This is an optimization exercise on Yosys and OpenROAD, whose aim is small area and a short achievable clock period, not a production implementation. Function was checked by simulation only, so behaviour that the tests miss may differ from the original. Power and IR drop assume default switching activity.

## afvip
module afvip #(
    parameter TP = 0
)(
    input            clk        ,
    input            rst_n      ,
    output           afvip_intr ,
    input            psel       ,
    input            penable    ,
    input     [15:0] paddr      ,
    input            pwrite     ,
    input     [31:0] pwdata     ,
    output           pready     ,
    output    [31:0] prdata     ,
    output           pslverr
);
integer i;
wire        a_low    = ~|paddr[15:8];
wire        a_work   = a_low & ~paddr[7] & ~|paddr[1:0];
wire        a_cfg    = a_low & (paddr[7:0] == 8'h80);
wire        a_sts    = a_low & (paddr[7:0] == 8'h84);
wire        a_clr    = a_low & (paddr[7:0] == 8'h88);
wire        a_ctl    = a_low & (paddr[7:0] == 8'h8C);
wire [4:0]  a_idx    = paddr[6:2];
wire        wr_acc   = psel & penable & pwrite;
wire        we_work  = wr_acc & a_work;
wire        we_cfg   = wr_acc & a_cfg;
wire        we_clr   = wr_acc & a_clr;
wire        we_ctl   = wr_acc & a_ctl;
reg  [2:0]  op;
reg  [4:0]  rs0, rs1, dst;
reg  [7:0]  imm;
reg         mul, y_imm, c_b, c_imm, op_ok;
wire [2:0]  wop = pwdata[2:0];
always @(posedge clk or negedge rst_n)
if (~rst_n) begin
  op <= 3'd0; rs0 <= 5'd0; rs1 <= 5'd0; dst <= 5'd0; imm <= 8'd0;
  mul <= 1'b0; y_imm <= 1'b0; c_b <= 1'b0; c_imm <= 1'b0; op_ok <= 1'b1;
end else if (we_cfg) begin
  op <= wop; rs0 <= pwdata[7:3]; rs1 <= pwdata[12:8]; dst <= pwdata[20:16]; imm <= pwdata[31:24];
  mul   <= (wop == 3'd1) | (wop == 3'd3) | (wop == 3'd4);
  y_imm <= (wop == 3'd1);
  c_b   <= (wop == 3'd2);
  c_imm <= (wop == 3'd4);
  op_ok <= (wop < 3'd5);
end
reg         clr_err, clr_fin, start;
always @(posedge clk or negedge rst_n)
if (~rst_n) begin
  clr_err <= 1'b0; clr_fin <= 1'b0; start <= 1'b0;
end else begin
  clr_err <= we_clr & pwdata[0];
  clr_fin <= we_clr & pwdata[1];
  start   <= we_ctl & pwdata[0];
end
reg         err, fin;
always @(posedge clk or negedge rst_n)
if (~rst_n)                err <= 1'b0; else
  ...
==> flow/config.mk <==
export PLATFORM = sky130hd
export DESIGN_NAME = afvip
export DESIGN_NICKNAME = afvip
export VERILOG_FILES = /design/flow/design.v
export SDC_FILE = /design/flow/constraint.sdc
export NUM_CORES = 8
export LEC_CHECK = 0
export ABC_AREA = 1
export CAP_MARGIN = 20
export CORE_MARGIN = 2
export CORE_UTILIZATION = 66
export PLACE_DENSITY = 0.76
export SLEW_MARGIN = 20
==> flow/constraint.sdc <==
create_clock -name core_clock -period 13.0 [get_ports {clk}]
set_input_delay 2.6000 -clock core_clock [delete_from_list [all_inputs] [get_ports {clk}]]
set_output_delay 2.6000 -clock core_clock [all_outputs]
set_load 0.01 [all_outputs]
standard.sh (not shown) runs the stock make flow with config.mk's settings and CLKGATE_MAP_FILE= SYNTH_SCRIPT=/design/flow/synth_recipe.tcl, a recipe that flattens the netlist after the stock synthesis.
==> flow/flow/run.sh <==
#!/bin/bash
# Layout flow: the standard layout (standard.sh) with these changes:
#  - synthesis uses flow/synth.tcl: the standard synthesis script, except that the work register read
#    mux and its select lines (modules afvip_rmux and afvip_rsel, which hold no registers) are mapped
#    on their own (see flow/synth.tcl); registers, their names and cells are those of the standard
#    synthesis;
#  - repair_timing aims for a setup slack margin of SETUP_SLACK_MARGIN ns against the design's clock;
#  - clock tree sink clusters of up to 25 flip-flops and no dummy loads;
#  - ports are buffered with buf_4 cells.
# Each tool's output goes to a log here (synth.log, standard.log) and to ORFS's logs under orfs/logs.
set -euo pipefail
export SETUP_SLACK_MARGIN=8.7
export CTS_ARGS="-sink_clustering_enable -repair_clock_nets -dont_use_dummy_load -sink_clustering_size 25 -sink_clustering_max_diameter 80"
export BUFFER_PORTS_ARGS="-buffer_cell sky130_fd_sc_hd__buf_4"
make_line=$(grep '^make ' standard.sh)
synth_line=$(printf '%s\n' "$make_line" | sed -e "s|SYNTH_SCRIPT=[^ ]*|SYNTH_SCRIPT=$PWD/flow/synth.tcl|" -e 's|"${@:-finish}"|synth|')
bash -c "$synth_line" > synth.log 2>&1
bash standard.sh finish > standard.log 2>&1
Other scripts of this flow, unchanged in this note and not shown: flow/flow/synth.tcl
The baseline passed the timing, DRC and antenna checks.
Next try:
--- a/flow/flow/run.sh
+++ b/flow/flow/run.sh
@@ -11,3 +11,3 @@
 set -euo pipefail
-export SETUP_SLACK_MARGIN=8.7
+export SETUP_SLACK_MARGIN=8.8
 export CTS_ARGS="-sink_clustering_enable -repair_clock_nets -dont_use_dummy_load -sink_clustering_size 25 -sink_clustering_max_diameter 80"
Settings changed: CORE_UTILIZATION 66 to 62, PLACE_DENSITY 0.76 to 0.72.
After rerunning:
- final cell count went up by 2.1%
- synthesized area is unchanged
- sequential power stays flat
Next try:
--- a/flow/flow/run.sh
+++ b/flow/flow/run.sh
@@ -8,8 +8,8 @@
 #  - clock tree sink clusters of up to 25 flip-flops and no dummy loads;
-#  - ports are buffered with buf_4 cells.
+#  - ports are buffered with buf_2 cells.
 # Each tool's output goes to a log here (synth.log, standard.log) and to ORFS's logs under orfs/logs.
 set -euo pipefail
-export SETUP_SLACK_MARGIN=8.8
+export SETUP_SLACK_MARGIN=8.7
 export CTS_ARGS="-sink_clustering_enable -repair_clock_nets -dont_use_dummy_load -sink_clustering_size 25 -sink_clustering_max_diameter 80"
-export BUFFER_PORTS_ARGS="-buffer_cell sky130_fd_sc_hd__buf_4"
+export BUFFER_PORTS_ARGS="-buffer_cell sky130_fd_sc_hd__buf_2"
 make_line=$(grep '^make ' standard.sh)
Effect:
- The changed run produced a clean layout
- power is lower slightly
- clock power barely changes
- clock skew is lower by 0.041 ns

## re-timing with driven ports
The flow's constraints put no driver on any port. The routed layouts listed below were extracted and timed again, unchanged, in two steps. Step 1, drivers: a clkbuf_16 drives clk and a buf_2 each remaining input, both assumed. Step 2, shift: input delay + t, output delay - t, t = (earliest + latest rising clock arrival at the registers) / 2. This alone moves slack from input paths to output paths. Three values: ideal, step 1, step 2; two values: the first two.
| run | t (ns) | setup WS [ns] | hold slack, ns | slew at the worst register clock pin (ns) |
|---|---|---|---|---|
| the first run | 0.721 | 8.619 / 8.545 / 7.824 | 0.469 / 0.469 / 0.469 | 0.11 / 0.11 |
| the second run | 0.733 | 8.763 / 8.627 / 7.894 | 0.469 / 0.469 / 0.469 | 0.10 / 0.10 |
| the third run | 0.726 | 8.659 / 8.538 / 7.812 | 0.469 / 0.469 / 0.469 | 0.10 / 0.10 |
After both steps every run listed still meets setup and hold. For the second run, which loses most, drivers alone change the setup slack by -0.136 ns; drivers and shift together by -0.869 ns.
